Background: an optimization exercise with open tools, aiming at small area, a short achievable clock period and few clock cycles. Do not read the settings as production practice. Function was checked by simulation only, so behaviour that the tests miss may differ from the original. No driver is modelled on the clock port, so clock power and skew are understated where the tree is cut down; a real chip needs a root buffer or a tree. No activity file was given, so power comes from the tool's default toggle rates.

## v7
==> flow/design.v (excerpt) <==
module procik (clock, reset,
               mem_addr, mem_din, mem_dout, mem_csb, mem_web, halted);
input clock, reset;
output [7:0] mem_addr;
output [15:0] mem_din;
input [15:0] mem_dout;
output mem_csb, mem_web;
output halted;
reg s_a, s_b, s_c, s_c2, s_d;
reg halted_q;
reg [7:0] addr_q;       
reg [7:0] pc;           
reg csb_q, we_q;        
reg [15:0] din_q;
reg stale_q;            
reg ld_q;               
reg [2:0] ldr_q;        
reg wb_q;               
reg [2:0] wbr_q;        
reg [15:0] r [0:7];     
assign mem_addr = addr_q;
assign mem_din = din_q;
assign mem_csb = csb_q;
assign mem_web = !we_q;
assign halted = halted_q;
wire is_load  = (mem_dout[15:12] == 4'd1);
wire is_store = (mem_dout[15:12] == 4'd2);
wire is_halt  = !is_load && !is_store;
wire [2:0] rsel = mem_dout[10:8];
wire [7:0] inc = pc + 8'd1;
wire hazard = ld_q && is_store && (ldr_q == rsel);
wire dec_b = s_b;
wire dec_c = s_c && !stale_q;
wire [7:0] rhot = (8'd1 << rsel) & {8{!s_c2}};
reg [15:0] rdata;
integer k;
always @(*) begin
  rdata = s_c2 ? mem_dout : 16'd0;
  for (k = 0; k < 8; k = k + 1)
    rdata = rdata | (r[k] & {16{rhot[k]}});
end
always @(posedge clock)
  din_q <= rdata;
wire [15:0] wdata = mem_dout & {16{!reset}};
integer j;
always @(posedge clock)
  for (j = 0; j < 8; j = j + 1)
    if (reset || (wb_q && wbr_q == j)) r[j] <= wdata;
  ...
Size: ~430 cells after synthesis, ~6800 um^2 of cells after synthesis.
export LEC_CHECK = 0
export CAP_MARGIN = 20
export CORE_MARGIN = 2
export CORE_UTILIZATION = 40
export SETUP_SLACK_MARGIN = 3.0
export SLEW_MARGIN = 20
create_clock -name core_clock -period 5.0 [get_ports {clock}]
standard.sh (not shown) runs the stock make flow with config.mk's settings and CLKGATE_MAP_FILE= SYNTH_SCRIPT=/design/flow/synth_recipe.tcl, a recipe that flattens the netlist after the stock synthesis.
==> flow/flow/run.sh <==
#!/bin/bash
# The standard ORFS layout, except that the clock tree is built by
# flow/manual_cts.tcl: two levels of clock buffers placed by k-means over the
# flip-flops, in place of TritonCTS (shorter clock latency).
set -euo pipefail
here=$(pwd)
bash standard.sh "PRE_CTS_TCL=$here/flow/manual_cts.tcl" finish > "$here/orfs_make.log" 2>&1
test -f out/final.def
Other scripts of this flow, unchanged in this note and not shown: flow/flow/manual_cts.tcl
Per the final summary, v7 finished and its layout is clean on timing, DRC and antenna.
Testbench counts of v7, summed over its fixed seeds: cycles 8,284.
> inputs changed (v7 -> v39)
Settings: a change of SETUP_SLACK_MARGIN from 3.0 to 3.3.
==> summary.txt <==
- Of v7 and v39, v7 shows the higher critical-path maximum fanout, with v39 below it.
- Relative to v7, the count of cells resized by post-cts repair measured on v39 has increased by more than 100%.
- Looking at post-layout instance area, v39 sits about 4.4% higher than v7 does.
- Higher clock skew goes to v39 over v7.
In every run of this note, the design's own scripts or RTL, not TritonCTS, make the clock network.


Setup of harbor:
procik, a different RTL version from the one above (not shown whole).
Size in the first run: ~550 cells after synthesis, ~180 flip-flops, ~45 I/O pins, about 0.0074 sq mm of cells after synthesis.
make LEC_CHECK=0 ABC_CLOCK_PERIOD_IN_PS=1200 CAP_MARGIN=20 CORE_MARGIN=2 CORE_UTILIZATION=40 CTS_BUF_LIST='sky130_fd_sc_hd__clkbuf_4 sky130_fd_sc_hd__clkbuf_8' SETUP_SLACK_MARGIN=3.0 SLEW_MARGIN=20 finish   # period 5.0 ns
run.sh (not shown) runs the stock make flow with config.mk's settings and CLKGATE_MAP_FILE= SYNTH_SCRIPT=/design/flow/synth_recipe.tcl, a recipe that flattens the netlist after the stock synthesis.
Stock flow here: none of the scripts above is used.
Testbench counts of harbor, summed over its fixed seeds: cycles 8,284.
> inputs changed (harbor -> pepper)
Settings: clearing ABC_CLOCK_PERIOD_IN_PS, which used to be 1200; putting TNS_END_PERCENT at 5 where nothing was set.
- Taking harbor as the reference point, the total wire length of pepper rises by 3.7%.
- A critical-path cell with the highest stage delay of mux2_2 is what harbor shows, while dfstp_2 belongs to pepper.
- The type of the setup path with the least slack comes out flip-flop to primary output in one run and primary input to flip-flop in the other, namely in pepper and harbor respectively.
- When the final numbers for pepper and harbor were put side by side, the register-to-register slack turned out to be smaller in pepper.
- Looking at switching share of power, pepper sits 0.57 points below harbor.
- pepper ended with more setup slack than harbor.
- harbor -> pepper: post-route cell area increased slightly
Inputs modified between pepper and nickel:
Settings: TNS_END_PERCENT: 5 -> unset.
### Flow results
- nickel finished end to end and its layout was clean on timing, DRC and antenna.
- Compared with pepper, nickel shows cell area after layout lower by 93 sq um.
- Compared to pepper, nickel has clock network power share 1.0 points higher.
- Summary — power density over cell area, nickel relative to pepper: higher, by about 2.2%.


== job 873 ==
Another version of the RTL of procik (not shown whole).
Size in the first run: about 430 cells after synthesis, ~180 flip-flops, ~45 I/O pins, roughly 0.0069 mm² of cells after synthesis.
==> flow/config.mk <==
export PLATFORM = sky130hd
export DESIGN_NAME = procik
export DESIGN_NICKNAME = procik
export VERILOG_FILES = /design/flow/design.v
export SDC_FILE = /design/flow/constraint.sdc
export NUM_CORES = 4
export LEC_CHECK = 0
export CAP_MARGIN = 20
export CORE_MARGIN = 2
export CORE_UTILIZATION = 40
export SETUP_SLACK_MARGIN = 3.15
export SLEW_MARGIN = 20
==> flow/constraint.sdc <==
create_clock -name core_clock -period 5.0 [get_ports {clock}]
set_input_delay 1.0000 -clock core_clock [delete_from_list [all_inputs] [get_ports {clock}]]
set_output_delay 1.0000 -clock core_clock [all_outputs]
set_load 0.01 [all_outputs]
standard.sh (not shown) runs the stock make flow with config.mk's settings and CLKGATE_MAP_FILE= SYNTH_SCRIPT=/design/flow/synth_recipe.tcl, a recipe that flattens the netlist after the stock synthesis.
==> flow/flow/run.sh <==
#!/bin/bash
# The standard ORFS layout, except that the clock tree is built by
# flow/manual_cts.tcl: two levels of clock buffers placed by k-means over the
# flip-flops, in place of TritonCTS (shorter clock latency), and port
# buffers that start as buf_2 (timing repair upsizes the ones that need it).
set -euo pipefail
here=$(pwd)
bash standard.sh "PRE_CTS_TCL=$here/flow/manual_cts.tcl" \
  "BUFFER_PORTS_ARGS=-buffer_cell sky130_fd_sc_hd__buf_2" finish > "$here/orfs_make.log" 2>&1
test -f out/final.def
Other scripts of this flow, unchanged in this note and not shown: flow/flow/manual_cts.tcl
Job 873 ran to completion and came out clean on the timing, DRC and antenna checks.
Testbench counts of job 873, summed over its fixed seeds: cycles 8,284.
Here is what was changed in the inputs of job 6379 compared with job 873.
Settings: swapping 3.15 for 3.1 in SETUP_SLACK_MARGIN; swapping 40 for 48 in CORE_UTILIZATION.
Findings:
- Total die area: job 6379 lower than job 873
- Re synthesis-to-layout area growth: job 873 was higher than job 6379.
- Via density per instance ends up lower on job 873.
- Sort job 873 and job 6379 by reported leakage power desc -> top: job 873
Input-level comparison between job 4066 and job 6379:
Settings: CORE_UTILIZATION now 30, was 48.
==> comparison <==
The share of cell area taken by flip-flops and latches in job 4066 sits 2.4 points below the value recorded for job 6379.
Job 6379 -> job 4066: switching portion of total power flat
Compared to job 6379, job 4066 has signed area change from the synthesized netlist to the final layout 4.5 points higher.
On normalized max-slew margin, the lower figure sits with job 4066, not job 6379.
Job 6379 tops out at a lower clock frequency than job 4066.
From job 6379 to job 4066 the numbers moved as follows: met2 routed wirelength grew by 2.8%, setup slack grew by 0.013 ns, synthesized cell count held steady, overall global routing resource usage shrank by 7.5 points, die area grew by 58%.
#### Input delta (job 4732 over job 4066)
Settings: CORE_UTILIZATION: 30 -> 40; SETUP_SLACK_MARGIN: 3.1 -> 3.05.
--- outcome ---
- Job 4732 went all the way through synthesis, placement and routing and the layout is clean on timing, DRC and antenna.
- Job 4066 ended with every stage complete and zero timing, DRC or antenna violations.
- On synthesized cell count, job 4732 and job 4066 are neck and neck.
- Looking at number of buffer and inverter stages on the critical path, job 4732 sits below job 4066.
- Job 4732 vs job 4066: period utilization up
- Summary of job 4732 over job 4066: worst-case hold slack shows an increase of 0.018 ns, share of the core filled with cells in the final layout shows an increase of 9.4 points, final worst slack shows a reduction of 0.012 ns.
- Job 4066 has higher non-filler instance count after layout than job 4732.
- Total wire length after detailed routing, job 4732 and job 4066: lower on job 4732
- Number of buffers inserted to repair setup after CTS down 3 in job 4732 wrt job 4066
- Sort job 4732 and job 4066 by number of nets in the layout desc -> top: job 4066
For job 3222, these inputs were changed with respect to job 4732:
Settings: a change of CORE_UTILIZATION from 40 to 55; a change of SETUP_SLACK_MARGIN from 3.05 to 3.1.
==> summary.txt <==
Diff job 4732 -> job 3222: global routing met1 resource utilization +9.8 points; number of tapcells shows a reduction of 57; longest individual stage delay on the worst path shrank by 0.18 ns; minimum clock period after layout went down. Between job 4732 and job 3222, the difference in number of buffers inserted by port buffering is negligible. The final reports for job 3222 and job 4732 show sequential share of layout area lower in the former. On worst vdd rail ir drop: job 3222 sits above job 4732. When job 3222 is set beside job 4732, its combinational logic power turns out to be 12% larger. After synthesis and placement, the instance count of job 3222 is below that of job 4732.
In every run of this note, the design's own scripts or RTL, not TritonCTS, make the clock network.


run 1:
Another version of the RTL of procik (not shown whole).
Size in the first run: roughly 180 flip-flops, roughly 45 I/O pins, roughly 7600 um2 of cells after synthesis.
Settings: LEC_CHECK=0, CAP_MARGIN=20, CORE_MARGIN=2, CORE_UTILIZATION=60, PLACE_DENSITY=0.7, SETUP_SLACK_MARGIN=3.0, SLEW_MARGIN=20; clock period 5.0 ns.
run.sh (not shown) runs the stock make flow with config.mk's settings and CLKGATE_MAP_FILE= SYNTH_SCRIPT=/design/flow/synth_recipe.tcl, a recipe that flattens the netlist after the stock synthesis.
Stock flow here: none of the scripts above is used.
Testbench counts of run 1, summed over its fixed seeds: cycles 8,284.
Inputs modified between run 1 and run 2:
Settings: clearing PLACE_DENSITY, which used to be 0.7; swapping 60 for 40 in CORE_UTILIZATION.
==> comparison <==
Both conditions hold for run 2: the flow ran to the end and the final layout passed the timing, DRC and antenna checks. Row total power: run 2 lower / run 1 higher. Run 2 vs. run 1: compound-gate portion of the synthesized area stayed essentially flat; number of global-route vias before repair moved up. Comparing smallest setup slack after layout for run 1 and run 2, the smaller number came from run 1. Routed wire length: run 2 vs run 1 up 720 um. Re post-layout net count: run 1 was higher than run 2.
The inputs of run 3 differ from those of run 2 as listed below.
Settings: swapping 3.0 for 2.5 in SETUP_SLACK_MARGIN.
## What came out
Having completed the whole flow, run 3 delivered a layout that passed the timing, DRC and antenna checks. Cmp run 3 and run 2 / total power / lower: run 3. [run 3] proportion of final cell area spent on non-clock buffers fell 0.92 points relative to run 2. The switching power total in run 3 was lower than what run 2 gave. Per the comparison of run 3 with run 2, fmax moved down, post-placement worst setup slack moved down, flip-flop and latch count level.
Relative to run 3, the following input files were edited for run 4:
Settings: SETUP_SLACK_MARGIN now 3.0, was 2.5; CTS_BUF_LIST now sky130_fd_sc_hd__clkbuf_4 sky130_fd_sc_hd__clkbuf_8, previously not set.
### Flow results
- Compared with run 3, run 4 degrades routed wire length.
- For number of remaining DRC errors, run 3 and run 4 come out practically identical.
- On run 4: met1 layer usage reported by global route is 0.81 points higher than what run 3 gave.
- Run 4 vs run 3: clock network fraction of total power down
- Setup slack of the critical path after layout: run 4 vs run 3 up 390 ps
- [compare] base=run 3 new=run 4: clock insertion delay at the later pin of the skew report higher, power density over the cells down 6.7%, global-route track usage on met3 went up.
Relative to run 4, the following input files were edited for run 5:
Settings: SETUP_SLACK_MARGIN no longer set, was 3.0; CTS_BUF_LIST no longer set, was sky130_fd_sc_hd__clkbuf_4 sky130_fd_sc_hd__clkbuf_8.
### Flow results
Run 5 vs run 4 — worst hold slack dropped 15 ps. [compare] base=run 4 new=run 5: met2 track demand over resource in global routing climbed 0.28 points, overall power consumption went up by 7.3%. Looking at run 4 and run 5, the post-route setup TNS is a wash. Of run 4 and run 5, the run reporting the lower sequential share of cell area was run 4. Relative to run 4, post-route fraction of the period consumed by the critical path has increased by 22 points in run 5.

[re-timing with driven ports]
The results above use ideal ports. As a check the final layouts listed here were re-extracted and re-timed, cells and wires unchanged. Step 1: set_driving_cell puts a clkbuf_16 on clock and a buf_2 on each other input, an assumption about the parent block. Step 2 times the ports against the registers' clock, not the clock port: input delays grow and output delays shrink by t, the midpoint of the rising clock arrivals with the driver on. Slacks: ideal ports / drivers / drivers and shift; pairs: ideal ports / drivers.
| run | shift t [ns] | setup slack, ns | hold slack, ns | clock arrival spread, ns | worst slew at a driven data input, ns |
|---|---|---|---|---|---|
| v7 | 0.371 | 2.979 / 2.936 / 2.669 | 0.371 / 0.371 / 0.371 | 0.021 / 0.021 | 0.04 |
| v39 | 0.364 | 3.117 / 3.080 / 2.753 | 0.376 / 0.376 / 0.376 | 0.025 / 0.025 | 0.15 |
| harbor | 0.498 | 2.888 / 2.873 / 2.374 | 0.369 / 0.369 / 0.369 | 0.018 / 0.017 | 0.05 |
| pepper | 0.485 | 2.921 / 2.888 / 2.469 | 0.372 / 0.372 / 0.372 | 0.013 / 0.013 | 0.03 |
| nickel | 0.498 | 2.888 / 2.873 / 2.374 | 0.369 / 0.369 / 0.369 | 0.018 / 0.017 | 0.05 |
| job 873 | 0.365 | 3.159 / 3.073 / 2.760 | 0.370 / 0.370 / 0.370 | 0.031 / 0.030 | 0.13 |
| job 6379 | 0.365 | 3.087 / 3.046 / 2.754 | 0.369 / 0.369 / 0.369 | 0.032 / 0.032 | 0.06 |
| job 4066 | 0.358 | 3.100 / 3.056 / 2.727 | 0.353 / 0.353 / 0.353 | 0.023 / 0.023 | 0.11 |
| job 4732 | 0.364 | 3.088 / 3.049 / 2.777 | 0.370 / 0.370 / 0.370 | 0.028 / 0.029 | 0.05 |
| job 3222 | 0.363 | 3.092 / 3.054 / 2.715 | 0.372 / 0.372 / 0.372 | 0.024 / 0.023 | 0.16 |
| run 1 | 0.458 | 2.915 / 2.876 / 2.418 | 0.379 / 0.379 / 0.379 | 0.007 / 0.007 | 0.08 |
| run 2 | 0.462 | 2.942 / 2.915 / 2.467 | 0.389 / 0.389 / 0.389 | 0.010 / 0.009 | 0.06 |
| run 3 | 0.459 | 2.530 / 2.491 / 2.163 | 0.380 / 0.380 / 0.380 | 0.009 / 0.009 | 0.05 |
| run 4 | 0.486 | 2.917 / 2.881 / 2.464 | 0.393 / 0.393 / 0.393 | 0.012 / 0.012 | 0.06 |
| run 5 | 0.458 | 1.829 / 1.841 / 1.383 | 0.378 / 0.378 / 0.378 | 0.008 / 0.008 | 0.05 |
After both steps setup and hold are still met in every run listed.
